From an optimization exercise on the open Yosys and OpenROAD flow, aimed at small area; shortcuts taken in it are not production practice. Function was checked by simulation only, so behaviour that the tests miss may differ from the original. No activity file was given, so power comes from the tool's default toggle rates.

==> design/flow/design.v <==
module L2C010(
	input [9:0]sw,
	input [3:0]key,
	input clock,
	input rst,
	output [9:0]ledr,
	output [7:0]ledg,
	output reg[6:0]hex3, hex2, hex1, hex0);
	reg[24:0] delay;
	reg[24:0] delay2;
	reg[24:0] delay3;
	reg[24:0] delay4;
	reg signed [5:0]keyCount;
	reg tact;
	reg toggle;
	reg start;
	reg [3:0]last;
	reg first;
	reg fistScroll;
	reg increment;
	reg[1:0] count;
	reg[1:0] count2;
	reg[1:0] count3;
	reg[1:0] count4;			
	reg[24:0] counter_24M;
	reg clk_1Hz;	
	reg initialStart;
	parameter COUNT_24M = 12000;
	assign ledg[0] = tact;
	assign ledg[7:1] = 7'b0000000;
	integer numSel;
	integer LED_Select;
	reg firstTime;
	reg mylatch;
	reg [9:0]LED_reg;
	assign ledr[0] = LED_reg[0];
	assign ledr[1] = LED_reg[1];
	assign ledr[2] = LED_reg[2];
	assign ledr[3] = LED_reg[3];
	assign ledr[4] = LED_reg[4];
	assign ledr[5] = LED_reg[5];
	assign ledr[6] = LED_reg[6];
	assign ledr[7] = LED_reg[7];
	assign ledr[8] = LED_reg[8];
	assign ledr[9] = LED_reg[9];
	parameter COUNT_LEDBLIP = 1335;
	reg[24:0] counter_LEDBLIP;
always @(posedge clock) begin
	if (rst) begin
		counter_LEDBLIP <= 0;
		LED_Select <= 0;
		counter_24M <= 0;
		clk_1Hz <= 1'b0;
		tact <= 1'b0;
	end
	else begin
		if(sw[9:5] == 5'b10000 && start == 1'b1)begin
			if(counter_LEDBLIP == COUNT_LEDBLIP)begin
				counter_LEDBLIP <= 0;
				LED_Select <= LED_Select + 1;
			end
			else begin 
				counter_LEDBLIP <= counter_LEDBLIP + 1;
			end
			if(LED_Select == 18) begin
				LED_Select <= 0;
			end
		end
		else begin
			LED_Select <= 0;
		end 
		if(counter_24M == COUNT_24M) begin
			counter_24M <= 0;
			clk_1Hz <= !clk_1Hz;
		end
		else begin
			counter_24M <= counter_24M + 1;	
		end
		if(sw[8] && !sw[0])begin		
			tact <= !clk_1Hz;
		end 
		else begin
			tact <= 1'b0;
		end
	end
end
wire tick_1Hz = (counter_24M == COUNT_24M) && !clk_1Hz;
always @(posedge clock)begin
	if (rst) begin
		start <= 1'b1;
		numSel <= 0;
		count <= 2'b00;
		count2 <= 2'b00;
		count3 <= 2'b00;
		count4 <= 2'b00;
	end
	else if (tick_1Hz) begin
	if(sw[9:5] == 5'b10000) begin
		start <= 1'b1;
		if(numSel < 19 && !sw[0]) begin
			numSel <= numSel + 1;
		end
		else if(numSel == 19) begin
			numSel <= 0;
		end
	end
	else begin
		start <= 1'b0;
		numSel <= 0;
	end
	if(initialStart != 1'b1 || sw[0])begin
		count <= 2'b00;
		count2 <= 2'b00;
		count3 <= 2'b00;
		count4 <= 2'b00; 
	end
		else if(count == 2'b10)begin
			count <= 2'b00;
			if(count2 == 2'b10)begin
				count2 <= 2'b00;
					if(count3 == 2'b10) begin
						count3 <= 2'b00;
							if(count4 == 2'b10)begin
								count4 <= 2'b00;
							end
							else begin
								count4 <= count4 + 1;
							end
					end
					else begin
						count3 <= count3 + 1;
					end
			end
			else begin
				count2 <= count2 + 1;			
			end
		end
		else
			count <= count + 1;
	end
end
always @ (posedge clock) begin
	if (rst) begin
		keyCount = 6'b000000;
		firstTime = 1'b1;
		fistScroll = 1'b1;
		mylatch <= 1'b0;
		delay <= 0;
		delay2 <= 0;
		initialStart <= 1'b0;
		LED_reg[9:0] <= 0;
		hex3 = 7'b1111111; hex2 = 7'b1111111;
		hex1 = 7'b1111111; hex0 = 7'b1111111;
	end
	else begin
	if (sw[9:5] == 5'b00000)begin
		keyCount = 4'b0000;
		firstTime = 1'b1;
		fistScroll = 1'b1;
		LED_reg[9:0] <= 0;
		display(16, hex3[6:0]); display(0, hex2[6:0]); 
		display(1, hex1[6:0]);  display(0, hex0[6:0]); 				
	end
	else if(sw[9:5] == 5'b00001)begin
		keyCount = 4'b0000;
		firstTime = 1'b1;
		LED_reg[9:0] <= 0;
		case (sw[3:0])
			4'b0000: begin display(0, hex3[6:0]);display(0, hex2[6:0]);
						display(16, hex1[6:0]);display(0, hex0[6:0]);end
			4'b0001: begin display(0, hex3[6:0]);display(1, hex2[6:0]); 
		 				display(16, hex1[6:0]);display(1, hex0[6:0]);end
			4'b0010: begin display(0, hex3[6:0]);display(2, hex2[6:0]); 
		 				display(16, hex1[6:0]);display(2, hex0[6:0]);end
		  4'b0011: begin display(0, hex3[6:0]);display(3, hex2[6:0]); 
		 				display(16, hex1[6:0]);display(3, hex0[6:0]);end
		  4'b0100: begin display(0, hex3[6:0]);display(4, hex2[6:0]); 
		 				display(16, hex1[6:0]);display(4, hex0[6:0]);end
		  4'b0101: begin display(0, hex3[6:0]);display(5, hex2[6:0]); 
		 				display(16, hex1[6:0]);display(5, hex0[6:0]);end
		  4'b0110: begin display(0, hex3[6:0]);display(6, hex2[6:0]); 
		 				display(16, hex1[6:0]);display(6, hex0[6:0]);end
		  4'b0111: begin display(0, hex3[6:0]);display(7, hex2[6:0]); 
		 				display(16, hex1[6:0]);display(7, hex0[6:0]);end
		  4'b1000: begin display(0, hex3[6:0]);display(8, hex2[6:0]); 
		 				display(16, hex1[6:0]);display(8, hex0[6:0]);end
		  4'b1001: begin display(0, hex3[6:0]);display(9, hex2[6:0]); 
		 				display(16, hex1[6:0]);display(9, hex0[6:0]);end
		  4'b1010: begin display(1, hex3[6:0]);display(0, hex2[6:0]); 
		 				display(16, hex1[6:0]);display(10, hex0[6:0]);end
		  4'b1011: begin display(1, hex3[6:0]);display(1, hex2[6:0]); 
		 				display(16, hex1[6:0]);display(11, hex0[6:0]);end
		  4'b1100: begin display(1, hex3[6:0]);display(2, hex2[6:0]); 
		 				display(16, hex1[6:0]);display(12, hex0[6:0]);end
		  4'b1101: begin display(1, hex3[6:0]);display(3, hex2[6:0]); 
		 				display(16, hex1[6:0]);display(13, hex0[6:0]);end
		  4'b1110: begin display(1, hex3[6:0]);display(4, hex2[6:0]); 
		 				display(16, hex1[6:0]);display(14, hex0[6:0]);end
		  4'b1111: begin display(1, hex3[6:0]);display(5, hex2[6:0]); 
		 				display(16, hex1[6:0]);display(15, hex0[6:0]);end
			default:;  
		endcase
	end
	else if(sw[9:5] == 5'b00010)begin
     keyCount = 4'b0000;
     firstTime = 1'b1;
     fistScroll = 1'b1;
     LED_reg[9:0] <= 0;
     if(sw[0] == 1'b0)begin
				display(sw[4:3], hex3[6:0]);
				display(sw[2:1], hex2[6:0]);
				display(16, hex1[6:0]);
				display(sw[4:3] + sw[2:1], hex0[6:0]);
     end
     else if(sw[0] == 1'b1)begin
				display(sw[4:3], hex3[6:0]);
				display(sw[2:1], hex2[6:0]);
				display(16, hex1[6:0]);
				display(sw[4:3] * sw[2:1], hex0[6:0]);
     end    
	end
	if(sw[9:5] == 5'b00100) begin
		fistScroll = 1'b1;
		LED_reg[9:0] <= 0;
		display(16, hex0[6:0]);
		display(16, hex1[6:0]);
		display(16, hex3[6:0]);
	if(firstTime == 1'b1 || sw[0]) begin
		keyCount = 4'b0000;
		firstTime = 1'b0;
		display(keyCount, hex2[6:0]);	
	end
	if(!key[2] && (mylatch == 1'b0)) begin
		if(delay2 >= 20) begin
			mylatch <= 1'b1;
			if(!sw[1]) begin
				keyCount = keyCount + 1;
			end
			else  begin
				keyCount = keyCount - 1;
			end
			display(keyCount, hex2[6:0]);
			delay2 <= 0;
		end
		else begin
			delay2 <= delay2 +1;
		end
	end
	else if(key[2] && (mylatch == 1'b1)) begin
		display(keyCount, hex2[6:0]);
		if(delay >= 20)begin 
			mylatch <= 1'b0;
			delay <= 0;
		end
		else begin
			delay <= delay + 1;
		end
	end
	if(keyCount > 15)begin
		keyCount = 0;
		display(keyCount, hex2[6:0]);
	end
	if(keyCount < 0)begin
		keyCount = 15;
		display(keyCount, hex2[6:0]);
	end
end
	if(sw[9:5] == 5'b01000)begin
		keyCount = 4'b0000;
		firstTime = 1'b1;
		fistScroll = 1'b1;
		LED_reg[9:0] <= 0;
			if(initialStart != 1'b1)begin
				initialStart <= 1'b1;
			end
		display(count4, hex3[6:0]);
		display(count3, hex2[6:0]);
		display(count2, hex1[6:0]);
		display(count, hex0[6:0]);
	end
		else if(!sw[8] || sw[0])begin
			initialStart <= 1'b0;
		end
	if(sw[9:5] == 5'b10000)begin
		if(!sw[0]) begin
			case (numSel)					
			0:  begin display(16, hex3[6:0]);display(16, hex2[6:0]);
								display(16, hex1[6:0]);display(16, hex0[6:0]);end
			1:  begin display(16, hex3[6:0]);display(16, hex2[6:0]);
								display(16, hex1[6:0]);display(17, hex0[6:0]);end
			2:  begin display(16, hex3[6:0]);display(16, hex2[6:0]); 
								display(17, hex1[6:0]);display(18, hex0[6:0]);end
			3:  begin display(16, hex3[6:0]);display(17, hex2[6:0]); 
								display(18, hex1[6:0]);display(19, hex0[6:0]);end
			4:  begin display(17, hex3[6:0]);display(18, hex2[6:0]); 
								display(19, hex1[6:0]);display(19, hex0[6:0]);end
			5:  begin display(18, hex3[6:0]);display(19, hex2[6:0]); 
								display(19, hex1[6:0]);display(20, hex0[6:0]);end
			6:  begin display(19, hex3[6:0]);display(19, hex2[6:0]); 
								display(20, hex1[6:0]);display(16, hex0[6:0]);end
			7:  begin display(19, hex3[6:0]);display(20, hex2[6:0]); 
								display(16, hex1[6:0]);display(16, hex0[6:0]);end
			8:  begin display(20, hex3[6:0]);display(16, hex2[6:0]);
								display(16, hex1[6:0]);display(21, hex0[6:0]);end
			9:  begin display(16, hex3[6:0]);display(16, hex2[6:0]);
								display(21, hex1[6:0]);display(1, hex0[6:0]);	end
			10:  begin display(16, hex3[6:0]);display(21, hex2[6:0]); 
								display(1, hex1[6:0]);display(13, hex0[6:0]);	end
			11:  begin display(21, hex3[6:0]);display(1, hex2[6:0]);
								display(13, hex1[6:0]);display(16, hex0[6:0]);end	
			12:  begin display(1, hex3[6:0]);display(13, hex2[6:0]); 
								display(16, hex1[6:0]);display(0, hex0[6:0]);end
			13:  begin display(13, hex3[6:0]);display(16, hex2[6:0]); 
								display(0, hex1[6:0]);display(1, hex0[6:0]);end	
			14:  begin display(16, hex3[6:0]);display(0, hex2[6:0]); 
								display(1, hex1[6:0]);display(0, hex0[6:0]);end
			15:  begin display(0, hex3[6:0]);display(1, hex2[6:0]);
								display(0, hex1[6:0]);display(16, hex0[6:0]);end
			16:  begin display(1, hex3[6:0]);display(0, hex2[6:0]); 
								display(16, hex1[6:0]);display(16, hex0[6:0]);end
			17:  begin display(0, hex3[6:0]);display(16, hex2[6:0]); 
								display(16, hex1[6:0]);display(16, hex0[6:0]);end
			18:  begin display(16, hex3[6:0]);display(16, hex2[6:0]); 
								display(16, hex1[6:0]);display(16, hex0[6:0]);end
					 default: 			                               ; 
		endcase
		case (LED_Select)					
			0:  begin LED_reg[0] <= 1'b1; LED_reg[9:1] <= 1'b0;end
			1:  begin LED_reg[1] <= 1'b1;	LED_reg[9:2] <= 1'b0; LED_reg[0] <= 1'b0;end
			2:  begin LED_reg[2] <= 1'b1;	LED_reg[9:3] <= 1'b0; LED_reg[1:0] <= 1'b0;end
			3:  begin LED_reg[3] <= 1'b1;	LED_reg[9:4] <= 1'b0; LED_reg[2:0] <= 1'b0;end
			4:  begin LED_reg[4] <= 1'b1;	LED_reg[9:5] <= 1'b0; LED_reg[3:0] <= 1'b0;end
			5:  begin LED_reg[5] <= 1'b1;	LED_reg[9:6] <= 1'b0; LED_reg[4:0] <= 1'b0;end
			6:  begin LED_reg[6] <= 1'b1;	LED_reg[9:7] <= 1'b0; LED_reg[5:0] <= 1'b0;end
			7:  begin LED_reg[7] <= 1'b1;	LED_reg[9:8] <= 1'b0; LED_reg[6:0] <= 1'b0;end
			8:  begin LED_reg[8] <= 1'b1;	LED_reg[9:9] <= 1'b0; LED_reg[7:0] <= 1'b0;end
			9:  begin LED_reg[9] <= 1'b1;	LED_reg[8:0] <= 1'b0;end
			10: begin LED_reg[8] <= 1'b1;	LED_reg[9:9] <= 1'b0; LED_reg[7:0] <= 1'b0;end
			11: begin LED_reg[7] <= 1'b1;	LED_reg[9:8] <= 1'b0; LED_reg[6:0] <= 1'b0;end
			12: begin LED_reg[6] <= 1'b1;	LED_reg[9:7] <= 1'b0; LED_reg[5:0] <= 1'b0;end
			13: begin LED_reg[5] <= 1'b1;	LED_reg[9:6] <= 1'b0; LED_reg[4:0] <= 1'b0;end	
			14: begin LED_reg[4] <= 1'b1;	LED_reg[9:5] <= 1'b0; LED_reg[3:0] <= 1'b0;end
			15: begin LED_reg[3] <= 1'b1;	LED_reg[9:4] <= 1'b0; LED_reg[2:0] <= 1'b0;end
			16: begin LED_reg[2] <= 1'b1;	LED_reg[9:3] <= 1'b0; LED_reg[1:0] <= 1'b0;end
			17: begin LED_reg[1] <= 1'b1;	LED_reg[9:2] <= 1'b0; LED_reg[0] <= 1'b0;end
					default:  ;	
		endcase
		end
		else if(sw[0]) begin
		end
		else if (sw[9:5] != 5'b10000) begin 
			LED_reg[9:0] <= 0;
		end
	end
	end
end
	task display;
		input integer num;
		output reg[6:0]HEX;
		case (num)
			0:  begin HEX[6:0] = 7'b1000000; end
			1:  begin HEX[6:0] = 7'b1111001; end
			2:  begin HEX[6:0] = 7'b0100100; end
			3:  begin HEX[6:0] = 7'b0110000; end
			4:  begin HEX[6:0] = 7'b0011001; end
			5:  begin HEX[6:0] = 7'b0010010; end
			6:  begin HEX[6:0] = 7'b0000010; end
			7:  begin HEX[6:0] = 7'b1111000; end
			8:  begin HEX[6:0] = 7'b0000000; end
			9:  begin HEX[6:0] = 7'b0010000; end
			10: begin HEX[6:0] = 7'b0001000; end
			11: begin HEX[6:0] = 7'b0000011; end
			12: begin HEX[6:0] = 7'b1000110; end
			13: begin HEX[6:0] = 7'b0100001; end
			14: begin HEX[6:0] = 7'b0000110; end
			15: begin HEX[6:0] = 7'b0001110; end
			16: begin HEX[6:0] = 7'b1111111; end
			17: begin HEX[6:0] = 7'b0001001; end 
			18: begin HEX[6:0] = 7'b0000110; end 
			19: begin HEX[6:0] = 7'b1000111; end 
			20: begin HEX[6:0] = 7'b1000000; end 
			21: begin HEX[6:0] = 7'b1000110; end 
			default: begin HEX[6:0] = 7'b1111111; end
		endcase
	endtask 
endmodule 
==> design/flow/run.sh <==
#!/bin/bash
# synth_recipe.tcl (not shown) runs the flow's synth.tcl, then flattens the netlist and writes it again
# the make line also repeats each setting of config.mk as NAME=value (left out here)
make -C /OpenROAD-flow-scripts/flow DESIGN_CONFIG=/design/flow/config.mk WORK_HOME=/design/flow/orfs CLKGATE_MAP_FILE= SYNTH_SCRIPT=/design/flow/synth_recipe.tcl finish
==> design/flow/config.mk <==
export PLATFORM = sky130hd
export DESIGN_NAME = L2C010
export DESIGN_NICKNAME = L2C010
export VERILOG_FILES = /design/flow/design.v
export SDC_FILE = /design/flow/constraint.sdc
export NUM_CORES = 4
export LEC_CHECK = 0
export CAP_MARGIN = 20
export CORE_MARGIN = 2
export CORE_UTILIZATION = 40
export SLEW_MARGIN = 20
==> design/flow/constraint.sdc <==
create_clock -name core_clock -period 5.0 [get_ports {clock}]
set_input_delay 1.0000 -clock core_clock [delete_from_list [all_inputs] [get_ports {clock}]]
set_output_delay 1.0000 -clock core_clock [all_outputs]
set_load 0.01 [all_outputs]
==> impl_metrics.py <==
metrics = {
    "yosys": {
        "synth_area_per_cell_um2": 7.62,
        "synth_cell_types": 83,
        "yosysWarnings": 1,
        "ys.flop_type": "dfxtp_1",
        "synthTopCellsByArea": "dfxtp_1 (32%), nor2_1 (7.2%), a21oi_1 (4.4%)",
        "ys_seq_elements": 222,
        "ys_async_sr_fraction": 0,
        "syn_area_um2": 13800,
        "synth_top_area_frac": 0.323,
        "synth_top_cell_by_area": "dfxtp_1",
        "syn_inst": 1805,
        "ys_seq_area_frac": 0.323,
        "synth_edf_count": 0,
    },
    "critical_path": {
        "start_kind": "input port",
        "slowest_delay_ps": 540,
        "required_ps": 5470,
        "cp_max_fo": 14,
        "critical_path.slowest_cell": "a2111o_1",
        "crit_arrival_ps": 4740,
        "cp_cell_sequence": "clkdlybuf4s50_1 -> buf_4 -> a2111o_1 -> nand3_1 -> inv_1 -> fa_1 -> xor2_1 -> and3_1 -> or2_2 -> a31oi_1 -> a221oi_1 -> or3_1 -> a21oi_1",
        "setup.worst_path.end_class": "flip-flop",
        "path_class": "in2reg",
    },
    "job": {
        "drv_cap": 0,
    },
    "timing": {
        "worst_slack_ps": 724,
        "finalCritPeriodShare": 0.855,
        "worst_pin_slew_ps": 1010,
        "period_needed_ps": 4280,
        "finalClockSkew_ps": 19.5,
        "slew_headroom": 0.327,
        "setup_viol": 0,
        "final_hold_viol_count": 0,
        "max_freq_mhz": 234,
        "rsz0062_at_grt": "false",
        "maxSlewViolCount": 0,
        "fin_setup_tns_ps": 0,
    },
    "layout": {
        "final-seq-area_um2": 4440,
        "fillers": 3371,
        "nets": 1888,
        "multi_input_area_um2": 8690,
        "largestRegisters": "LED_Select (32), numSel (32)",
        "area_growth_pct": 13.9,
        "final_layout_size_suffix_gt1_frac": 0.0661,
        "num_antenna_cells": 0,
    },
    "cts": {
        "clock_latency_ps": 540,
        "hold_buffers": 0,
        "tritoncts": "built",
        "root_buffer": "clkbuf_16",
        "clock_sinks": 222,
        "cts_max_level": 1,
        "cts_buffers": 26,
        "cts-resized-gates": 0,
        "path_clk_slew_ps": 60,
        "clk_path_buf_depth": 3,
        "cts_setup_buffers": 0,
    },
    "routing": {
        "routed_wl_mm": 39.4,
        "routedWlPerCell_um": 17.2,
        "via_count": 13400,
        "drt_iter0_drc": 1175,
        "ant_nets": 0,
        "vias_per_cell": 5.83,
        "drt_pass1_iterations": 5,
        "drc": 0,
    },
    "run_status": {
        "status": "no timing/DRC/antenna violations",
    },
    "floorplan": {
        "io_pins": 62,
        "rows": 67,
        "die-area_um2": 35900,
        "die_w_um": 189,
        "coreArea_um2": 33700,
        "fp.dieH_um": 189,
        "start_util": 0.408,
    },
    "pwr": {
        "powerDensity_nw_per_um2": 266,
        "total_leakage_power_nw": 5.57,
        "max-vdd-ir-drop_mv": 0.321,
    },
    "global_route": {
        "grt_pass1_wl_mm": 63.7,
        "grt_pass1_vias": 12300,
        "met3_usage": 0.0378,
        "gr-usage-all-layers": 0.212,
        "grt-ovfl-total": 0,
        "gr-usage-met1": 0.302,
        "use_met2": 0.330,
        "top_usage_layer": "met2",
        "antenna_found_initial": 0,
        "grt_max_degree": 41,
    },
    "min_path": {
        "hp-class": "reg2reg",
    },
    "placed_design": {
        "pre_cts_ws_ps": 215,
        "hpwl_mm": 28.6,
        "gp_congestion": 0.939,
        "portBuffers": 51,
    },
}
[per-stage QoR]
stage	cell area (µm²)	utilization	instances	total power, mW	hold slack, ps
after floorplan	13800	-	1811	2.03	427
after global placement	14700	0.437	2245	2.14	450
after detailed placement	14700	0.437	2245	2.14	447
after CTS	15700	0.465	2293	4.22	461
after global routing	15700	0.465	2293	4.31	493
final	15700	0.465	2293	4.17	467
[area by class of cell]
class	count	share of cell area
multi-input cells	1428	0.555
repair buffers	92	0.0519
well taps	448	0.0358
clock buffers	35	0.0488
inverters	55	0.0132
flip-flops and latches	222	0.284
clock inverters	13	0.0121
[where the power goes]
group	switching [mW]	total (mW)	internal, mW
clock	0.780	2.06	1.28
combinational	0.183	0.305	0.122
sequential	0.0143	1.80	1.79
[worst max-delay path, delay by kind of cell]
family,cells,cell delay [ps]
AO/OA/AOI/OAI,4,1050
XOR/XNOR,1,200
adder cells (fa/ha/maj),1,470
buffers and inverters,3,820
AND/OR/NAND/NOR,4,1210
[per-layer routing]
metal  part of all wire  routed length, µm  vias to the layer above
li1                   -                  -                     6580
met1               0.47              18500                     6325
met2               0.44              17200                      409
met3              0.065               2560                       62
met4              0.028               1100                        0
met5                  0                  0                        -
[synth_stat cells, types with 8 or more instances]
library cell and number:
or2_2 9, nand3b_1 11, buf_1 8, nor4_1 50, nand2_1 144, nand2b_1 13
and4_1 11, o21ai_0 78, a221oi_1 9, buf_4 8, ha_1 45, mux2i_1 16
nor3_1 54, and3_1 45, o22ai_1 10, xor2_1 53, nand3_1 75, dfxtp_1 222
clkbuf_1 88, xnor2_1 55, a31oi_1 30, a211o_1 10, a211oi_1 21, nand4_1 42
nor2_1 263, nor2b_1 15, o21ai_1 8, a21o_1 13, or3_1 30, inv_1 55
and2_1 18, a2111oi_0 9, nor3b_1 16, o211ai_1 17, a21oi_1 120
[final timing paths]
check,start,end,slack [ps],cells after the start
setup / recovery,sw[5],hex2[5]$_SDFF_PP1_,720,13
hold / removal,start$_SDFFE_PP1P_,start$_SDFFE_PP1P_,470,1
setup reg to reg,numSel[0]$_SDFFE_PP0P_,hex0[6]$_SDFF_PP1_,1270,9
hold reg to reg,start$_SDFFE_PP1P_,start$_SDFFE_PP1P_,470,1
[placed cells by master, fill, tap and decap left out, drive strengths merged, types with 8 or more instances in the layout]
master | synthesis | layout
nor2 | 263 | 263
dfxtp | 222 | 222
nand2 | 144 | 144
a21oi | 120 | 120
o21ai | 86 | 86
nand3 | 75 | 75
inv | 55 | 55
xnor2 | 55 | 55
nor3 | 54 | 54
xor2 | 53 | 53
nor4 | 53 | 53
clkdlybuf4s50 | 0 | 50
and3 | 45 | 45
ha | 45 | 45
nand4 | 42 | 42
buf | 18 | 42
clkbuf | 88 | 35
or3 | 32 | 32
a31oi | 30 | 30
a211oi | 22 | 22
and2 | 18 | 18
o211ai | 17 | 17
mux2i | 16 | 16
nor3b | 16 | 16
nor2b | 15 | 15
nand2b | 13 | 13
a21o | 13 | 13
nand3b | 11 | 11
and4 | 11 | 11
a211o | 10 | 10
o22ai | 10 | 10
or2 | 10 | 10
a2111oi | 9 | 9
a221oi | 9 | 9
nor4b | 8 | 8
[cell families (layout without fill, tap and decap cells)]
logic type,Yosys count,count (layout),share of synthesized area
buffers and inverters,161,195,0.0468
XOR/XNOR,108,108,0.0688
multiplexers,21,21,0.0166
other,1,7,0.000273
flip-flops,222,222,0.323
AND/OR/NAND/NOR,825,825,0.302
AO/OA/AOI/OAI,420,420,0.199
adder cells (fa/ha/maj),47,47,0.0438

-- static timing again, ports no longer ideal --
How much do the figures lean on ideal ports? The routed layout below was timed once more, with nothing changed but the port constraints.
Step 1: set_driving_cell puts a clkbuf_16 on clock and a buf_2 on each other input, an assumption about the parent block.
Step 2 times the ports against the registers' clock, not the clock port: input delays grow and output delays shrink by t, the midpoint of the rising clock arrivals with the driver on.
Slacks: ideal ports / drivers / drivers and shift; pairs: ideal ports / drivers.
t (ns): 0.585
setup WS [ns]: 0.724 / 0.753 / 0.168
worst register clock-pin slew, ns: 0.07 / 0.07
cell pins on the clock port's net: 1
After both steps this run still meets setup and hold. The setup slack of this run moves by +0.029 ns with the drivers and by -0.556 ns with both steps.
